Context: an optimization exercise on an open-source flow, tuned for small area. The choices shown serve that exercise and are no tape-out recipe. Where RTL was checked, it was by simulation tests only, not by an equivalence proof against the original. The clock port is modelled as an ideal driver, which makes a skipped or thinned clock tree look cheaper than it is; a real chip needs a root buffer or a tree. Power figures rest on the tool's default switching activity, not on a simulated workload.

==> module Zad_8_1, before the edit <==
module Zad_8_1(
       input logic [15:0] input0,
       output logic [23:0] output0,
       input logic clk,
       input logic rst,
       input logic start,
       output logic ready
    );
logic [35:0] w;      
logic [17:0] dr;     
logic [2:0] ph;      
logic init;          
logic sg;            
logic sh;            
logic c;             
logic p0, p3, p5, rph, sub, shin, hi, ge3, cin;
logic [5:0] din, op, sum;
logic [6:0] k;
assign p0  = ~ph[2] & ~ph[1] & ~ph[0];
assign p3  = ph[2] & ph[1] & ph[0];
assign p5  = ph[2] & ~ph[1] & ~ph[0];
assign rph = ph[2];                      
assign hi  = (dr[15:2] == 14'd0);        
assign ge3 = ~hi | (dr[1] & dr[0]);      
assign sub  = ~sg;                       
assign shin = p0 ? ~sg : sh;             
assign din = init ? {3'b000, p3 & ge3, 1'b0, p0} : {w[4:0], shin};
assign op  = rph ? (dr[5:0] ^ {6{sub}}) : 6'd0;
assign cin = rph & (p3 ? sub : c);
assign k[0] = cin;
genvar i;
generate for (i = 0; i < 6; i++) begin : g_add
    assign sum[i] = din[i] ^ op[i] ^ k[i];
    assign k[i+1] = (din[i] & op[i]) | (din[i] & k[i]) | (op[i] & k[i]);
end endgenerate
assign ready = ~init & p0 & w[17];
always_ff @(posedge clk) begin
    w  <= {sum, w[35:6]};
    dr <= start ? {2'b00, input0} : {dr[5:0], dr[17:6]};
    sh <= w[5];
    c  <= k[6];
    if (rst)        ph <= 3'b010;
    else if (start) ph <= 3'b000;
    else if (ready) ph <= 3'b010;
    else            ph <= {ph[1:0], ~ph[2]};
    if (start)   init <= 1'b1;
    else if (p5) init <= 1'b0;
    if (start)   sg <= 1'b0;
    else if (p5) sg <= sum[5];
end
assign output0 = {{4{hi & ~dr[1] & ~dr[0]}}, hi & ~dr[1], hi & ~dr[0], w[16:0], ~sg};
endmodule
export LEC_CHECK = 0
export CAP_MARGIN = 20
export CORE_MARGIN = 2
export CORE_UTILIZATION = 40
export SLEW_MARGIN = 20
create_clock -name core_clock -period 7.0 [get_ports {clk}]
standard.sh (not shown) runs the stock make flow with config.mk's settings and CLKGATE_MAP_FILE= SYNTH_SCRIPT=/design/flow/synth_recipe.tcl, a recipe that flattens the netlist after the stock synthesis.
==> flow/flow/run.sh <==
#!/bin/bash
# The standard layout (standard.sh) with these changes:
# - buf_1 cells as the port buffers;
# - synthesis's upsized logic cells set back to drive 1 after floorplan (downsize.tcl);
# - a one-level clock distribution (clkn.tcl) in place of TritonCTS;
# - power recovery (downsizing off the critical paths) after global routing.
# make's output goes to standard.log; each ORFS step keeps its own log under orfs/logs.
export OWN_FLOW_DIR=$(pwd)/flow
export BUFFER_PORTS_ARGS="-buffer_cell sky130_fd_sc_hd__buf_1"
export POST_FLOORPLAN_TCL=$OWN_FLOW_DIR/downsize.tcl
export PRE_CTS_TCL=$OWN_FLOW_DIR/cts_pre.tcl
export CLK_NBUF=2
export CLK_BUF=sky130_fd_sc_hd__clkbuf_16
export RECOVER_POWER=100
bash standard.sh > standard.log 2>&1
Other scripts of this flow, unchanged in this note and not shown: flow/flow/clkn.tcl, flow/flow/cts_pre.tcl, flow/flow/downsize.tcl
The first run completed with no timing, DRC or antenna violations.
==> next run, changes <==
--- a/flow/design.v
+++ b/flow/design.v
@@ -12,18 +12,18 @@
 logic [2:0] ph;      
 logic init;          
-logic sg;            
 logic sh;            
 logic c;             
-logic p0, p3, p5, rph, sub, shin, hi, ge3, cin;
+logic p0, p3, p4, p5, rph, sub, shin, hi, ge3, cin;
 logic [5:0] din, op, sum;
 logic [6:0] k;
 assign p0  = ~ph[2] & ~ph[1] & ~ph[0];
 assign p3  = ph[2] & ph[1] & ph[0];
+assign p4  = ph[2] & ph[1] & ~ph[0];
 assign p5  = ph[2] & ~ph[1] & ~ph[0];
 assign rph = ph[2];                      
 assign hi  = (dr[15:2] == 14'd0);        
 assign ge3 = ~hi | (dr[1] & dr[0]);      
-assign sub  = ~sg;                       
-assign shin = p0 ? ~sg : sh;             
+assign sub  = init | ~(p3 ? w[17] : p4 ? w[11] : w[5]);    
+assign shin = p0 ? ~w[35] : sh;          
 assign din = init ? {3'b000, p3 & ge3, 1'b0, p0} : {w[4:0], shin};
 assign op  = rph ? (dr[5:0] ^ {6{sub}}) : 6'd0;
@@ -47,7 +47,5 @@
     if (start)   init <= 1'b1;
     else if (p5) init <= 1'b0;
-    if (start)   sg <= 1'b0;
-    else if (p5) sg <= sum[5];
 end
-assign output0 = {{4{hi & ~dr[1] & ~dr[0]}}, hi & ~dr[1], hi & ~dr[0], w[16:0], ~sg};
+assign output0 = {{4{hi & ~dr[1] & ~dr[0]}}, hi & ~dr[1], hi & ~dr[0], w[16:0], ~w[35]};
 endmodule
The changed run produced a clean layout.
Sequential share of layout area goes down by 1.4 points.
Routed wire length came out higher by 3.8%.
Fmax is lower by 21%.
Sequential power goes down by about 1%.
Cell area goes up by 0.82%.
Power shrinks by 0.58%.
Die area hardly moves.
Only the layout flow was run in the second run of this note; the RTL was not checked for function there. In every run of this note, the design's own scripts or RTL, not TritonCTS, make the clock network.

re-timing with driven ports:
The results above use ideal ports. As a check the final layouts listed here were re-extracted and re-timed, cells and wires unchanged.
Step 1 sets driving cells, clkbuf_16 on the clock port and buf_2 on the other inputs (assumed; they add their load-dependent delay and slew).
Step 2 also shifts input and output timing later by t, the mid clock arrival at the registers, as if the neighbouring blocks saw the same clock.
Slacks: ideal / step 1 / step 2; pairs: ideal / step 1.
| run | t (ns) | setup slack, ns | worst setup path at the end | slew at the worst register clock pin (ns) |
|---|---|---|---|---|
| the first run | 0.210 | 3.453 / 3.453 / 3.453 | register to register | 0.11 / 0.11 |
| the second run | 0.211 | 2.536 / 2.536 / 2.536 | register to register | 0.11 / 0.11 |
After both steps setup and hold are still met in every run listed.
